This is an optimization exercise on Yosys and OpenROAD, whose aim is small area and a short achievable clock period, not a production implementation.

==> ember: inputs <==
// dpu_pe_operator_top
module dpu_pe_operator_top (
  input               clk,
  input        [31:0] in_0,
  input        [31:0] in_1,
  input        [3:0]  opcode,
  input        [1:0]  precision_config,
  output logic [31:0] out
);
  logic        m16_a, m8_a;
  logic [24:0] mw0_a, mw1_a;
  logic [7:0]  esw0_a, esw1_a;
  logic [14:0] dr0_a, dr1_a;
  logic [3:0]  fl0_a, fl1_a;
  logic [31:0] np_a;
  logic        in_0_bigger;
  assign m16_a = (precision_config == 2'd1);
  assign m8_a  = (precision_config == 2'd2);
  posit_decode DEC0 (.x(in_0), .m16(m16_a), .m8(m8_a), .mw(mw0_a), .esw(esw0_a), .dr(dr0_a), .fl(fl0_a));
  posit_decode DEC1 (.x(in_1), .m16(m16_a), .m8(m8_a), .mw(mw1_a), .esw(esw1_a), .dr(dr1_a), .fl(fl1_a));
  assign in_0_bigger = in_0 > in_1;
  always_comb begin
    case (opcode)
      4'd6:    np_a = in_0;
      4'd7:    np_a = in_0_bigger ? in_0 : in_1;
      4'd8:    np_a = in_0_bigger ? in_1 : in_0;
      default: np_a = '0;
    endcase
  end
  logic [24:0] mw0_q, mw1_q;
  logic [7:0]  esw0_q, esw1_q;
  logic [14:0] dr0_q, dr1_q;
  logic [3:0]  fl0_q, fl1_q;
  logic [31:0] np_q;
  logic        posit_q, mul_q, m16_q, m8_q;
  logic        mm32_q, mn8_q, mn16_q;
  always_ff @(posedge clk) begin
    mw0_q   <= mw0_a;
    mw1_q   <= mw1_a;
    esw0_q  <= esw0_a;
    esw1_q  <= esw1_a;
    dr0_q   <= dr0_a;
    dr1_q   <= dr1_a;
    fl0_q   <= fl0_a;
    fl1_q   <= fl1_a;
  ...
export LEC_CHECK = 0
export ABC_AREA = 1
export CAP_MARGIN = 60
export CORE_MARGIN = 2
export CORE_UTILIZATION = 40
export SLEW_MARGIN = 80
create_clock -name core_clock -period 30.0 [get_ports {clk}]
run.sh (not shown) runs the stock make flow with config.mk's settings and CLKGATE_MAP_FILE= SYNTH_SCRIPT=/design/flow/synth_recipe.tcl, a recipe that flattens the netlist after the stock synthesis.
==> quartz: changes against ember <==
--- a/flow/design.v
+++ b/flow/design.v
@@ -2170,17 +2170,77 @@
   assign s969 = 1'b1 ^ s877 ^ c876;
   assign c970 = (1'b1 & s877) | (1'b1 & c876) | (s877 & c876);
   assign s971 = sx324 ^ pp349 ^ c878;
   assign c972 = (sx324 & pp349) | (sx324 & c878) | (pp349 & c878);
   assign s973 = pp350 ^ 1'b1;
   assign c974 = pp350 & 1'b1;
   assign x = {s973, s971, s969, s967, s965, s963, s961, s959, s957, s955, s953, s951, s949, s947, s945, s943, s941, s939, s937, s935, s933, s931, s929, s927, s925, s923, s921, s919, s917, s915, s913, s911, s909, s907, s905, s903, s901, s899, s897, s895, s893, s891, s889, s887, s885, s883, s881, neg1, pp2, pp1};
   assign y = {c972, c970, c968, c966, c964, c962, c960, c958, c956, c954, c952, c950, c948, c946, c944, c942, c940, c938, c936, c934, c932, c930, c928, c926, c924, c922, c920, c918, c916, c914, c912, c910, c908, c906, c904, c902, c900, c898, c896, c894, c892, c890, c888, c886, c884, c882, c880, s879, 1'b0, neg0};
-  assign p = x + y;
+  logic co;
+  padd #(.N(50), .BK(0)) CPA (.a(x), .b(y), .ci(1'b0), .s(p), .co(co));
+endmodule
+module padd #(parameter N = 32, parameter BK = 0) (
+  input  logic [N-1:0] a,
+  input  logic [N-1:0] b,
+  input  logic         ci,
+  output logic [N-1:0] s,
+  output logic         co
+);
+  localparam L = $clog2(N + 1);
+  logic [N:0] g0, p0;
+  logic [2*L:0][N:0] gl, pl;
+  assign g0 = {a & b, ci};
+  assign p0 = {a ^ b, 1'b0};
+  always_comb begin
+    gl = '0;
+    pl = '0;
+    gl[0] = g0;
+    pl[0] = p0;
+    if (BK == 0) begin
+      for (integer l = 0; l < L; l = l + 1) begin
+        for (integer i = 0; i <= N; i = i + 1) begin
+          if ((i >> l) & 1) begin
+            gl[l+1][i] = gl[l][i] | (pl[l][i] & gl[l][((i >> l) << l) - 1]);
+            pl[l+1][i] = pl[l][i] & pl[l][((i >> l) << l) - 1];
+          end else begin
+            gl[l+1][i] = gl[l][i];
+            pl[l+1][i] = pl[l][i];
+          end
+        end
+      end
+      for (integer l = L; l < 2 * L; l = l + 1) begin
+        gl[l+1] = gl[l];
+        pl[l+1] = pl[l];
+      end
+    end else begin
+      for (integer l = 0; l < L; l = l + 1) begin
+        gl[l+1] = gl[l];
+        pl[l+1] = pl[l];
+        for (integer i = 0; i <= N; i = i + 1)
+          if (((i + 1) % (2 << l)) == 0) begin
+            gl[l+1][i] = gl[l][i] | (pl[l][i] & gl[l][i - (1 << l)]);
+            pl[l+1][i] = pl[l][i] & pl[l][i - (1 << l)];
+          end
+      end
+      for (integer l = L - 1; l >= 1; l = l - 1) begin
+        gl[2*L-l] = gl[2*L-l-1];
+        pl[2*L-l] = pl[2*L-l-1];
+        for (integer i = 0; i <= N; i = i + 1)
+          if (((i + 1) % (1 << l)) == (1 << (l - 1)) && i >= (1 << l)) begin
+            gl[2*L-l][i] = gl[2*L-l-1][i] | (pl[2*L-l-1][i] & gl[2*L-l-1][i - (1 << (l-1))]);
+            pl[2*L-l][i] = pl[2*L-l-1][i] & pl[2*L-l-1][i - (1 << (l-1))];
+          end
+      end
+      gl[2*L] = gl[2*L-1];
+      pl[2*L] = pl[2*L-1];
+    end
+  end
+  assign s  = p0[N:1] ^ gl[2*L][N-1:0];
+  assign co = gl[2*L][N];
 endmodule
 module posit_decode (
   input  logic [31:0] x,
   input  logic        m16,
   input  logic        m8,
   output logic [24:0] mw,
   output logic [7:0]  esw,
   output logic [14:0] dr,
@@ -2317,33 +2377,35 @@
         s = j / 7;
         if (j + k > 27)                     src = 1'b0;
         else if (j + k <= 7 * s + 6)        src = c[t][j+k];
         else if (j + k <= 14 * (s/2) + 13)  src = m8 ? 1'b0 : c[t][j+k];
         else                                src = m32 ? c[t][j+k] : 1'b0;
         c[t+1][j] = d[t][s] ? src : c[t][j];
       end
     end
-    sum = big + c[5];
   end
+  logic co;
+  padd #(.N(28), .BK(0)) ADD (.a(big), .b(c[5]), .ci(1'b0), .s(sum), .co(co));
 endmodule
 module lane_add28 (
   input  logic [27:0] a,
   input  logic [27:0] b,
   input  logic [3:0]  cin,
   input  logic        brk,
   output logic [27:0] s
 );
   logic [15:0] x0, y0, z0, x1, y1, z1;
   assign x0 = {a[13:7],  brk ? cin[1] : 1'b1, a[6:0],   cin[0]};
   assign y0 = {b[13:7],  brk & cin[1],        b[6:0],   cin[0]};
   assign x1 = {a[27:21], brk ? cin[3] : 1'b1, a[20:14], cin[2]};
   assign y1 = {b[27:21], brk & cin[3],        b[20:14], cin[2]};
-  assign z0 = x0 + y0;
-  assign z1 = x1 + y1;
+  logic co0, co1;
+  padd #(.N(16), .BK(0)) ADD0 (.a(x0), .b(y0), .ci(1'b0), .s(z0), .co(co0));
+  padd #(.N(16), .BK(0)) ADD1 (.a(x1), .b(y1), .ci(1'b0), .s(z1), .co(co1));
   assign s = {z1[15:9], z1[7:1], z0[15:9], z0[7:1]};
 endmodule
 module posit_encode (
   input  logic [31:0] w,
   input  logic [3:0]  g,
   input  logic        d16,         
   input  logic [1:0]  d8,          
   input  logic [3:0]  d4,          
@@ -2394,18 +2456,19 @@
       for (integer i = 0; i < 4; i = i + 1)
         r8[t+1][i] = (k <= 4 && d[t][i]) ? c[t][8*i + ((k <= 4) ? k : 1) - 1] : r8[t][i];
     end
     rb = '0;
     rb[0]  = m8 ? r8[5][0] : (m16 ? r16[5][0] : r32[5]);
     rb[8]  = m8 & r8[5][1];
     rb[16] = m8 ? r8[5][2] : (m16 & r16[5][1]);
     rb[24] = m8 & r8[5][3];
-    out = c[5] + rb;
   end
+  logic co;
+  padd #(.N(32), .BK(0)) INC (.a(c[5]), .b(rb), .ci(1'b0), .s(out), .co(co));
 endmodule
 module posit_core (
   input  logic [24:0] mw0,
   input  logic [24:0] mw1,
   input  logic [7:0]  esw0,
   input  logic [7:0]  esw1,
   input  logic [14:0] dr0,
   input  logic [14:0] dr1,
@@ -2634,17 +2697,18 @@
   logic [14:0] dr0_a, dr1_a;
   logic [3:0]  fl0_a, fl1_a;
   logic [31:0] np_a;
   logic        in_0_bigger;
   assign m16_a = (precision_config == 2'd1);
   assign m8_a  = (precision_config == 2'd2);
   posit_decode DEC0 (.x(in_0), .m16(m16_a), .m8(m8_a), .mw(mw0_a), .esw(esw0_a), .dr(dr0_a), .fl(fl0_a));
   posit_decode DEC1 (.x(in_1), .m16(m16_a), .m8(m8_a), .mw(mw1_a), .esw(esw1_a), .dr(dr1_a), .fl(fl1_a));
-  assign in_0_bigger = in_0 > in_1;
+  logic [31:0] cmp_s;
+  padd #(.N(32), .BK(1)) CMP (.a(in_0), .b(~in_1), .ci(1'b0), .s(cmp_s), .co(in_0_bigger));
   always_comb begin
     case (opcode)
       4'd6:    np_a = in_0;
       4'd7:    np_a = in_0_bigger ? in_0 : in_1;
       4'd8:    np_a = in_0_bigger ? in_1 : in_0;
       default: np_a = '0;
     endcase
   end
==> flow/flow/run.sh (new file) <==
#!/bin/bash
# Standard layout (the standard.sh: the standard synthesis and ORFS
# steps at the design's clock period and constraints), with the timing
# repair steps asked to keep a larger setup slack margin so that they size
# and buffer the critical paths. The log of the whole run is standard.log.
bash standard.sh SETUP_SLACK_MARGIN=18.5 finish > standard.log 2>&1
==> flow/standard.sh (new file) <==
#!/bin/bash
# synth_recipe.tcl (not shown) runs the flow's synth.tcl, then flattens the netlist and writes it again
# the make line also repeats each setting of config.mk as NAME=value (left out here)
make -C /OpenROAD-flow-scripts/flow DESIGN_CONFIG=/design/flow/config.mk WORK_HOME=/design/flow/orfs CLKGATE_MAP_FILE= SYNTH_SCRIPT=/design/flow/synth_recipe.tcl "${@:-finish}"
CAP_MARGIN = 20   (was 60)
SLEW_MARGIN = 20   (was 80)
removed: flow/run.sh
==> comparison <==
- Setup slack: quartz is higher than ember (980 ps).
- quartz finished with timing, DRC and antenna clean. ember passed the timing, design-rule and antenna checks.
- In quartz the register-to-register slack is lower than in ember, by 510 ps.
No run of this note included a check of the RTL's function; only the layout flow was run.

## what the ideal ports hide
In the flow no input, the clock included, has a driving cell. The finished layouts below were timed again as built, in two steps. Step 1 sets driving cells, clkbuf_16 on the clock port and buf_2 on the other inputs (assumed; they add their load-dependent delay and slew). Step 2 moves the port delays by t, midway between the first and last clock arrival at a register: inputs arrive t later, outputs are due t later. That takes back most of the time a late clock gives input paths. Three values: ideal, step 1, step 2; two values: the first two.
run	t (ns)	setup WS [ns]	worst hold slack (ns)	clock arrival spread, ns
ember	0.572	17.926 / 17.852 / 18.283	0.468 / 0.468 / 0.468	0.023 / 0.023
quartz	0.546	18.911 / 18.852 / 18.408	0.599 / 0.599 / 0.599	0.027 / 0.027
After both steps setup and hold are still met in every run listed. For quartz, which loses most, drivers alone change the setup slack by -0.059 ns; drivers and shift together by -0.503 ns.
